Background: an optimization exercise with open tools, aiming at small area and a short achievable clock period. Do not read the settings as production practice.

==> inputs of run a <==
// IIR
module IIR (
    input              clk,
    input              rst_n,
    input        [7:0] adc,
    output       [7:0] dac,
    output             adc_clk,
    output             dac_clk
);
clock: 17.0 ns
lec_check: 0
cap_margin: 20
core_margin: 2
core_utilization: 40
slew_margin: 20
synth_hierarchical: 1
synth_minimum_keep_size: 0
standard.sh (not shown) runs the stock make flow with config.mk's settings and CLKGATE_MAP_FILE= SYNTH_SCRIPT=/design/flow/synth_recipe.tcl, a recipe that flattens the netlist after the stock synthesis.
==> flow/flow/run.sh <==
#!/bin/bash
# Standard ORFS layout with two changes: plain buffers (buf_2) on the ports
# instead of the delay cells buffer_ports picks by default, and a clock tree
# without dummy load cells, built from small clock buffers.
set -o pipefail
cp standard.sh standard_sh.txt
export BUFFER_PORTS_ARGS="-buffer_cell sky130_fd_sc_hd__buf_2"
export CTS_ARGS="-sink_clustering_enable -repair_clock_nets -dont_use_dummy_load -buf_list {sky130_fd_sc_hd__clkbuf_4 sky130_fd_sc_hd__clkbuf_8}"
bash standard.sh > standard.log 2>&1
==> run b: changes against run a <==
--- a/flow/design.v
+++ b/flow/design.v
@@ -302,94 +302,62 @@
 wire c278;
 wire s279;
 wire c280;
 wire s281;
 wire c282;
 wire s283;
 wire c284;
-wire g285;
-wire p286;
-wire g287;
-wire p288;
-wire g289;
-wire p290;
-wire g291;
-wire p292;
-wire g293;
-wire p294;
-wire g295;
-wire p296;
-wire G297;
-wire P298;
-wire G299;
-wire P300;
-wire G301;
-wire P302;
-wire G303;
-wire P304;
-wire G305;
-wire P306;
-wire G307;
-wire P308;
-wire G309;
-wire P310;
-wire G311;
-wire P312;
-wire G313;
-wire P314;
-wire G315;
-wire P316;
-wire G317;
-wire P318;
 wire [20:0] sum1;
-wire [8:0] sum1_hi = {s283, s281, s277, c262, s261, s249, s235, c202, c182} + {1'b0, 1'b0, 1'b0, s271, 1'b0, 1'b0, 1'b0, s219, s201} + G317;
-assign sum1 = {sum1_hi, 12'b0};
+assign sum1 = {c282, c278, c272, c262, c250, c236, c220, c202, c182, c160, c138, s135, c92, c72, c54, s51, s37, adc[1], adc[0], s11, x1[0]} + {s283, s281, s277, s271, s261, s249, s235, s219, s201, s181, s159, s137, s113, s91, s71, s53, 1'b0, s25, s17, 1'b0, y2[0]};
 wire [9:0] wn = {1'b0, adc, 1'b0} + {2'b0, x1};
 assign i1 = ~y1[8];
 assign i2 = ~y2[8];
 assign i3 = ~y2[0];
 assign i4 = ~y2[1];
 assign i5 = ~y2[2];
 assign i6 = ~y2[3];
 assign i7 = ~y2[4];
 assign i8 = ~y2[5];
 assign i9 = ~y2[6];
 assign i10 = ~y2[7];
 iir_fa us11 (.a(x1[1]), .b(y1[0]), .c(y2[1]), .s(s11), .co(c12));
 iir_fa us13 (.a(w[0]), .b(x1[2]), .c(y1[1]), .s(s13), .co(c14));
 iir_fa us15 (.a(y2[2]), .b(y2[0]), .c(c12), .s(s15), .co(c16));
-iir_fa us17 (.a(s13), .b(s15), .c(adc[0]), .s(s17), .co(c18));
+assign s17 = s13 ^ s15;
+assign c18 = s13 & s15;
 iir_fa us19 (.a(w[1]), .b(x1[3]), .c(y1[2]), .s(s19), .co(c20));
 iir_fa us21 (.a(y1[0]), .b(y2[3]), .c(y2[1]), .s(s21), .co(c22));
 iir_fa us23 (.a(c14), .b(s19), .c(s21), .s(s23), .co(c24));
-iir_fa us25 (.a(c16), .b(s23), .c(adc[1]), .s(s25), .co(c26));
+iir_fa us25 (.a(c16), .b(s23), .c(c18), .s(s25), .co(c26));
 iir_fa us27 (.a(w[2]), .b(w[0]), .c(x1[4]), .s(s27), .co(c28));
 iir_fa us29 (.a(y1[3]), .b(y1[1]), .c(y2[4]), .s(s29), .co(c30));
 iir_fa us31 (.a(y2[2]), .b(c20), .c(c22), .s(s31), .co(c32));
 iir_fa us33 (.a(s27), .b(s29), .c(c24), .s(s33), .co(c34));
-iir_fa us35 (.a(s31), .b(s33), .c(adc[2]), .s(s35), .co(c36));
-iir_fa us37 (.a(adc[0]), .b(c26), .c(s35), .s(s37), .co(c38));
+iir_fa us35 (.a(s31), .b(s33), .c(c26), .s(s35), .co(c36));
+iir_fa us37 (.a(s35), .b(adc[2]), .c(adc[0]), .s(s37), .co(c38));
 assign s39 = ~(w[3] ^ w[1]);
 assign c40 = w[3] | w[1];
 iir_fa us41 (.a(x1[5]), .b(y1[4]), .c(y1[2]), .s(s41), .co(c42));
 iir_fa us43 (.a(y2[5]), .b(y2[3]), .c(i3), .s(s43), .co(c44));
 iir_fa us45 (.a(s39), .b(c28), .c(c30), .s(s45), .co(c46));
 iir_fa us47 (.a(s41), .b(s43), .c(c32), .s(s47), .co(c48));
 iir_fa us49 (.a(s45), .b(c34), .c(s47), .s(s49), .co(c50));
-iir_fa us51 (.a(s49), .b(adc[3]), .c(adc[1]), .s(s51), .co(c52));
-iir_fa us53 (.a(c36), .b(s51), .c(c38), .s(s53), .co(c54));
+iir_fa us51 (.a(s49), .b(c36), .c(adc[3]), .s(s51), .co(c52));
+assign s53 = adc[1] ^ c38;
+assign c54 = adc[1] & c38;
 iir_fa us55 (.a(w[4]), .b(w[2]), .c(x1[6]), .s(s55), .co(c56));
 iir_fa us57 (.a(y1[5]), .b(y1[3]), .c(y1[0]), .s(s57), .co(c58));
 iir_fa us59 (.a(y2[6]), .b(y2[4]), .c(i4), .s(s59), .co(c60));
 iir_fa us61 (.a(c40), .b(c42), .c(s55), .s(s61), .co(c62));
 iir_fa us63 (.a(s57), .b(c44), .c(s59), .s(s63), .co(c64));
 iir_fa us65 (.a(c46), .b(s61), .c(s63), .s(s65), .co(c66));
 iir_fa us67 (.a(c48), .b(s65), .c(c50), .s(s67), .co(c68));
 iir_fa us69 (.a(s67), .b(adc[4]), .c(adc[2]), .s(s69), .co(c70));
-iir_fa us71 (.a(c52), .b(s69), .c(c54), .s(s71), .co(c72));
+assign s71 = c52 ^ s69;
+assign c72 = c52 & s69;
 assign s73 = ~(w[5] ^ w[3]);
 assign c74 = w[5] | w[3];
 iir_fa us75 (.a(x1[7]), .b(y1[6]), .c(y1[4]), .s(s75), .co(c76));
 iir_fa us77 (.a(y1[1]), .b(y2[7]), .c(y2[5]), .s(s77), .co(c78));
 iir_fa us79 (.a(i5), .b(i3), .c(s73), .s(s79), .co(c80));
 iir_fa us81 (.a(c56), .b(c58), .c(s75), .s(s81), .co(c82));
 iir_fa us83 (.a(s77), .b(c60), .c(s79), .s(s83), .co(c84));
@@ -416,15 +384,16 @@
 iir_fa us123 (.a(c96), .b(s115), .c(s117), .s(s123), .co(c124));
 iir_fa us125 (.a(c98), .b(s119), .c(c100), .s(s125), .co(c126));
 iir_fa us127 (.a(s121), .b(c102), .c(s123), .s(s127), .co(c128));
 iir_fa us129 (.a(c104), .b(s125), .c(c106), .s(s129), .co(c130));
 iir_fa us131 (.a(s127), .b(c108), .c(s129), .s(s131), .co(c132));
 iir_fa us133 (.a(s131), .b(c110), .c(adc[7]), .s(s133), .co(c134));
 iir_fa us135 (.a(adc[5]), .b(adc[1]), .c(c112), .s(s135), .co(c136));
-iir_fa us137 (.a(s133), .b(c114), .c(s135), .s(s137), .co(c138));
+assign s137 = s133 ^ c114;
+assign c138 = s133 & c114;
 iir_fa us139 (.a(w[8]), .b(w[6]), .c(w[2]), .s(s139), .co(c140));
 iir_fa us141 (.a(y1[7]), .b(y1[4]), .c(y1[1]), .s(s141), .co(c142));
 iir_fa us143 (.a(y2[1]), .b(i2), .c(i8), .s(s143), .co(c144));
 iir_fa us145 (.a(i6), .b(c116), .c(c118), .s(s145), .co(c146));
 iir_fa us147 (.a(s139), .b(s141), .c(c120), .s(s147), .co(c148));
 iir_fa us149 (.a(s143), .b(c122), .c(c124), .s(s149), .co(c150));
 iir_fa us151 (.a(s145), .b(s147), .c(c126), .s(s151), .co(c152));
@@ -467,75 +436,47 @@
 iir_fa us221 (.a(w[6]), .b(y1[5]), .c(y1[2]), .s(s221), .co(c222));
 iir_fa us223 (.a(y2[5]), .b(i1), .c(i10), .s(s223), .co(c224));
 iir_fa us225 (.a(i6), .b(c204), .c(c206), .s(s225), .co(c226));
 iir_fa us227 (.a(s221), .b(c208), .c(s223), .s(s227), .co(c228));
 iir_fa us229 (.a(c210), .b(s225), .c(c212), .s(s229), .co(c230));
 iir_fa us231 (.a(s227), .b(c214), .c(s229), .s(s231), .co(c232));
 iir_fa us233 (.a(c216), .b(s231), .c(c218), .s(s233), .co(c234));
-iir_fa us235 (.a(adc[6]), .b(s233), .c(c220), .s(s235), .co(c236));
+assign s235 = adc[6] ^ s233;
+assign c236 = adc[6] & s233;
 iir_fa us237 (.a(w[7]), .b(y1[6]), .c(y1[3]), .s(s237), .co(c238));
 iir_fa us239 (.a(y2[8]), .b(y2[6]), .c(i7), .s(s239), .co(c240));
 iir_fa us241 (.a(c222), .b(s237), .c(c224), .s(s241), .co(c242));
 iir_fa us243 (.a(s239), .b(c226), .c(c228), .s(s243), .co(c244));
 iir_fa us245 (.a(s241), .b(c230), .c(s243), .s(s245), .co(c246));
 iir_fa us247 (.a(c232), .b(s245), .c(adc[7]), .s(s247), .co(c248));
-iir_fa us249 (.a(c234), .b(s247), .c(c236), .s(s249), .co(c250));
+assign s249 = c234 ^ s247;
+assign c250 = c234 & s247;
 assign s251 = ~(w[8] ^ y1[7]);
 assign c252 = w[8] | y1[7];
 iir_fa us253 (.a(y1[4]), .b(y2[7]), .c(i8), .s(s253), .co(c254));
 iir_fa us255 (.a(s251), .b(c238), .c(c240), .s(s255), .co(c256));
 iir_fa us257 (.a(s253), .b(c242), .c(s255), .s(s257), .co(c258));
 iir_fa us259 (.a(c244), .b(s257), .c(c246), .s(s259), .co(c260));
-iir_fa us261 (.a(s259), .b(c248), .c(c250), .s(s261), .co(c262));
+assign s261 = s259 ^ c248;
+assign c262 = s259 & c248;
 assign s263 = ~(w[9] ^ y1[5]);
 assign c264 = w[9] | y1[5];
 iir_fa us265 (.a(i1), .b(i2), .c(i9), .s(s265), .co(c266));
 iir_fa us267 (.a(c252), .b(s263), .c(c254), .s(s267), .co(c268));
 iir_fa us269 (.a(s265), .b(c256), .c(s267), .s(s269), .co(c270));
 iir_fa us271 (.a(c258), .b(s269), .c(c260), .s(s271), .co(c272));
 iir_fa us273 (.a(y1[6]), .b(i10), .c(c264), .s(s273), .co(c274));
 iir_fa us275 (.a(c266), .b(s273), .c(c268), .s(s275), .co(c276));
-iir_fa us277 (.a(s275), .b(c270), .c(c272), .s(s277), .co(c278));
+assign s277 = s275 ^ c270;
+assign c278 = s275 & c270;
 iir_fa us279 (.a(y1[7]), .b(y2[8]), .c(c274), .s(s279), .co(c280));
-iir_fa us281 (.a(s279), .b(c276), .c(c278), .s(s281), .co(c282));
-iir_fa us283 (.a(i1), .b(c280), .c(c282), .s(s283), .co(c284));
-assign g285 = x1[0] & y2[0];
-assign p286 = x1[0] | y2[0];
-assign g287 = c18 & s25;
-assign p288 = c18 | s25;
-assign g289 = c72 & s91;
-assign p290 = c72 | s91;
-assign g291 = c92 & s113;
-assign p292 = c92 | s113;
-assign g293 = c138 & s159;
-assign p294 = c138 | s159;
-assign g295 = c160 & s181;
-assign p296 = c160 | s181;
-assign G297 = 1'b0 | (s17 & 1'b0);
-assign P298 = s17 & s11;
-assign G299 = G297 | (P298 & g285);
-assign P300 = P298 & p286;
-assign G301 = 1'b0 | (s53 & 1'b0);
-assign P302 = s53 & s37;
-assign G303 = G301 | (P302 & g287);
-assign P304 = P302 & p288;
-assign G305 = G303 | (P304 & G299);
-assign P306 = P304 & P300;
-assign G307 = g291 | (p292 & g289);
-assign P308 = p292 & p290;
-assign G309 = G307 | (P308 & 1'b0);
-assign P310 = P308 & s71;
-assign G311 = g295 | (p296 & g293);
-assign P312 = p296 & p294;
-assign G313 = G311 | (P312 & 1'b0);
-assign P314 = P312 & s137;
-assign G315 = G313 | (P314 & G309);
-assign P316 = P314 & P310;
-assign G317 = G315 | (P316 & G305);
-assign P318 = P316 & P306;
+assign s281 = s279 ^ c276;
+assign c282 = s279 & c276;
+assign s283 = i1 ^ c280;
+assign c284 = i1 & c280;
 assign y = sum1[20:12];
 assign dac = y[7:0];
 endmodule
 module iir_fa (input a, input b, input c, output s, output co);
 assign s = a ^ b ^ c;
 assign co = (a & b) | (a & c) | (b & c);
 endmodule
==> summary of the runs <==
- Against run b, the final cell count of run a is smaller by 13%.
- Utilization: run b is lower than run a (0.48 points).
- Clock skew: run b is lower than run a (0.019 ns).
- In run b the global-route usage is higher than in run a, by 0.73 points.
- Against run b, the non-clock buffer count of run a is lower by 1.
- Between run a and run b, the lower wire length is in run a (gap 14%, measured against run b).
- In run a the fmax is smaller than in run b, by about 8%.
- Area after synthesis: run a is lower than run b (7.7%).
- Flip-flop and latch count is the same in run b and run a.
Function was not checked in any run of this note: the RTL went through the layout flow alone.

==> afterwards: timing with drivers on the ports <==
In the flow no input, the clock included, has a driving cell. The finished layouts below were timed again as built, in two steps. Step 1, drivers: a clkbuf_16 drives clk and a buf_2 each remaining input, both assumed. Step 2 also shifts input and output timing later by t, the mid clock arrival at the registers, as if the neighbouring blocks saw the same clock. a / b / c = ideal ports / drivers / drivers and shift; a / b = the first two.
run	t (ns)	setup slack, ns	worst setup path after step 2	clock arrival spread, ns	cell pins on the clock port's net
run a	0.344	5.907 / 5.883 / 5.883	input to output	0.025 / 0.025	1
run b	0.355	6.827 / 6.800 / 6.800	input to output	0.006 / 0.006	1
After both steps setup and hold are still met in every run listed. The setup slack of run b, which loses most, moves by -0.027 ns with the drivers and by -0.027 ns with both steps.
